This is an optimization exercise on Yosys and OpenROAD, whose aim is small area, not a production implementation. The RTL was checked by simulation tests, not by an equivalence proof against the original design. Power is estimated from default activity; no workload was simulated. The flow treats the clock pin as an ideal source, which a real chip does not have.

job 6193:
Design top, start of the top module:
module top
#(
    parameter NB_LEDS        = 4           ,
    parameter NB_SW          = 4           ,
    parameter NB_COUNTER     = 2           ,   
    parameter NB_REG         = 9           ,   
    parameter SEED_I         = 9'b110101010,   
    parameter SEED_Q         = 9'b111111110,   
    parameter NB_OUTPUT      = 12          ,   
    parameter NB_BITS_REG    = 1024        ,   
    parameter NB_COUNT       = 9           ,
    parameter NB_ADDR_REG    = 10          ,
    parameter NB_ERRORS      = 64          ,
    parameter NB_FINE        = 4               
)
(
    output [NB_LEDS - 1  : 0] o_led,
    output [NB_OUTPUT   - 1 : 0] o_tx_i      ,   
    output [NB_OUTPUT   - 1 : 0] o_tx_q      ,   
    output [NB_OUTPUT   - 1 : 0] o_rx_i      ,   
    output [NB_OUTPUT   - 1 : 0] o_rx_q      ,   
    output [NB_ERRORS   - 1 : 0] o_errors_i  ,   
    output [NB_ERRORS   - 1 : 0] o_errors_q  ,   
    output [NB_ADDR_REG - 1 : 0] o_min_addr_i,   
    output [NB_ADDR_REG - 1 : 0] o_min_addr_q,   
    output [NB_COUNT    - 1 : 0] o_min_sum_i ,   
    output [NB_COUNT    - 1 : 0] o_min_sum_q ,   
    output                       o_lock_i    ,   
    output                       o_lock_q    ,   
    input  [NB_SW   - 1  : 0] i_sw ,
    input                     i_rst,
    input                     clk
);
==> flow/config.mk <==
export PLATFORM = sky130hd
export DESIGN_NAME = top
export DESIGN_NICKNAME = top
export VERILOG_FILES = /design/flow/design.v
export SDC_FILE = /design/flow/constraint.sdc
export NUM_CORES = 4
export LEC_CHECK = 0
export CAP_MARGIN = 20
export CORE_MARGIN = 2
export CORE_UTILIZATION = 75
export CTS_BUF_LIST = sky130_fd_sc_hd__clkbuf_16
export CTS_CLUSTER_DIAMETER = 60
export CTS_CLUSTER_SIZE = 30
export PLACE_DENSITY = 0.85
export SLEW_MARGIN = 20
==> flow/constraint.sdc <==
create_clock -name core_clock -period 9.0 [get_ports {clk}]
set_input_delay 1.8000 -clock core_clock [delete_from_list [all_inputs] [get_ports {clk}]]
set_output_delay 1.8000 -clock core_clock [all_outputs]
set_load 0.01 [all_outputs]
run.sh (not shown) runs the stock make flow with config.mk's settings and CLKGATE_MAP_FILE= SYNTH_SCRIPT=/design/flow/synth_recipe.tcl, a recipe that flattens the netlist after the stock synthesis.
Job 6193 ran to completion and came out clean on the timing, DRC and antenna checks.
Inputs modified between job 6193 and job 5864:
==> flow/flow/run.sh (new file) <==
#!/bin/bash
# The standard layout (standard synthesis unchanged), with two changes:
# - the port buffers are the smallest buffer cell (buf_1) instead of the one
#   buffer_ports picks by default;
# - CTS inserts no dummy loads.
# make's output goes to flow_make.log; each ORFS step writes its own log
# under orfs/logs/.
set -o pipefail
bash standard.sh \
  "BUFFER_PORTS_ARGS=-buffer_cell sky130_fd_sc_hd__buf_1" \
  "CTS_ARGS=-sink_clustering_enable -repair_clock_nets -sink_clustering_size 30 -sink_clustering_max_diameter 60 -buf_list sky130_fd_sc_hd__clkbuf_16 -dont_use_dummy_load" \
  finish > flow_make.log 2>&1
==> flow/standard.sh (new file) <==
#!/bin/bash
# synth_recipe.tcl (not shown) runs the flow's synth.tcl, then flattens the netlist and writes it again
# the make line also repeats each setting of config.mk as NAME=value (left out here)
make -C /OpenROAD-flow-scripts/flow DESIGN_CONFIG=/design/flow/config.mk WORK_HOME=/design/flow/orfs CLKGATE_MAP_FILE= SYNTH_SCRIPT=/design/flow/synth_recipe.tcl "${@:-finish}"
removed: flow/run.sh
[summary]
- Job 5864 has completed all stages; timing, DRC and antenna checks passed.
- Job 5864 vs job 6193: arrival time of the worst setup path up
- The cell area after layout in job 5864 sits about 3% below the value recorded for job 6193.
- Compared with job 6193, in job 5864 sequential share of layout area up 1.8 points, clock skew picked up an extra 0.081 ns, core utilization moved down, final critical delay including setup and external delays saw a decrease.
- Via count of the first global-routing pass, job 5864 vs job 6193: down slightly
- Changes observed in job 5864 relative to job 6193: fmax went up by about 1.4%, setup slack at placement went down by 0.15 ns.

top, a different RTL version from the one above (not shown whole).
Size: about 6,400 cells after synthesis, about 2,300 flip-flops, about 0.078 mm2 of cells after synthesis.
export LEC_CHECK = 0
export CAP_MARGIN = 20
export CORE_MARGIN = 2
export CORE_UTILIZATION = 75
export CTS_BUF_LIST = sky130_fd_sc_hd__clkbuf_16
export CTS_CLUSTER_DIAMETER = 60
export CTS_CLUSTER_SIZE = 30
export PLACE_DENSITY = 0.85
export SLEW_MARGIN = 20
create_clock -name core_clock -period 9.0 [get_ports {clk}]
standard.sh (not shown) runs the stock make flow with config.mk's settings and CLKGATE_MAP_FILE= SYNTH_SCRIPT=/design/flow/synth_recipe.tcl, a recipe that flattens the netlist after the stock synthesis.
==> flow/flow/run.sh <==
#!/bin/bash
# The standard layout (standard synthesis unchanged), with two changes:
# - the port buffers are the smallest buffer cell (buf_1) instead of the one
#   buffer_ports picks by default;
# - CTS inserts no dummy loads.
# make's output goes to flow_make.log; each ORFS step writes its own log
# under orfs/logs/.
set -o pipefail
bash standard.sh \
  "BUFFER_PORTS_ARGS=-buffer_cell sky130_fd_sc_hd__buf_1" \
  "CTS_ARGS=-sink_clustering_enable -repair_clock_nets -sink_clustering_size 30 -sink_clustering_max_diameter 80 -buf_list sky130_fd_sc_hd__clkbuf_16 -dont_use_dummy_load" \
  finish > flow_make.log 2>&1
Edit:
--- a/flow/flow/run.sh
+++ b/flow/flow/run.sh
@@ -11 +11 @@
-  "CTS_ARGS=-sink_clustering_enable -repair_clock_nets -sink_clustering_size 30 -sink_clustering_max_diameter 80 -buf_list sky130_fd_sc_hd__clkbuf_16 -dont_use_dummy_load" \
+  "CTS_ARGS=-sink_clustering_enable -repair_clock_nets -sink_clustering_size 30 -sink_clustering_max_diameter 60 -buf_list sky130_fd_sc_hd__clkbuf_16 -dont_use_dummy_load" \
Non-clock buffer count does not change.
Hold slack is better by 0.036 ns.
Via count climbs by 0.99%.
Total power climbs by 6.1%.
Final area climbs by 1.3%.
Clock skew is about the same.
Die area stays the same.
Worst setup slack is worse by 0.051 ns.
Synthesized area does not change.

[static timing again, ports no longer ideal]
The results above use ideal ports. As a check the final layouts listed here were re-extracted and re-timed, cells and wires unchanged. Step 1 (the two cells are an assumption about what drives the block):
set clk [get_ports {clk}]
set_driving_cell -lib_cell sky130_fd_sc_hd__clkbuf_16 $clk
set_driving_cell -lib_cell sky130_fd_sc_hd__buf_2 [delete_from_list [all_inputs] $clk]
Step 2, shift: input delay + t, output delay - t, t = (earliest + latest rising clock arrival at the registers) / 2. This alone moves slack from input paths to output paths. a / b / c = ideal ports / drivers / drivers and shift; a / b = the first two.
run | shift t [ns] | slack for setup (ns) | hold slack, ns | slew at the worst register clock pin (ns)
job 6193 | 0.802 | 1.420 / 1.343 / 1.710 | 0.446 / 0.446 / 0.446 | 0.11 / 0.11
job 5864 | 0.746 | 1.525 / 1.480 / 1.525 | 0.385 / 0.385 / 0.385 | 0.11 / 0.11
the first run of note 2 | 0.729 | 1.605 / 1.533 / 2.262 | 0.392 / 0.392 / 0.392 | 0.12 / 0.12
the second run of note 2 | 0.782 | 1.554 / 1.481 / 2.263 | 0.428 / 0.428 / 0.428 | 0.11 / 0.11
After both steps setup and hold are still met in every run listed.
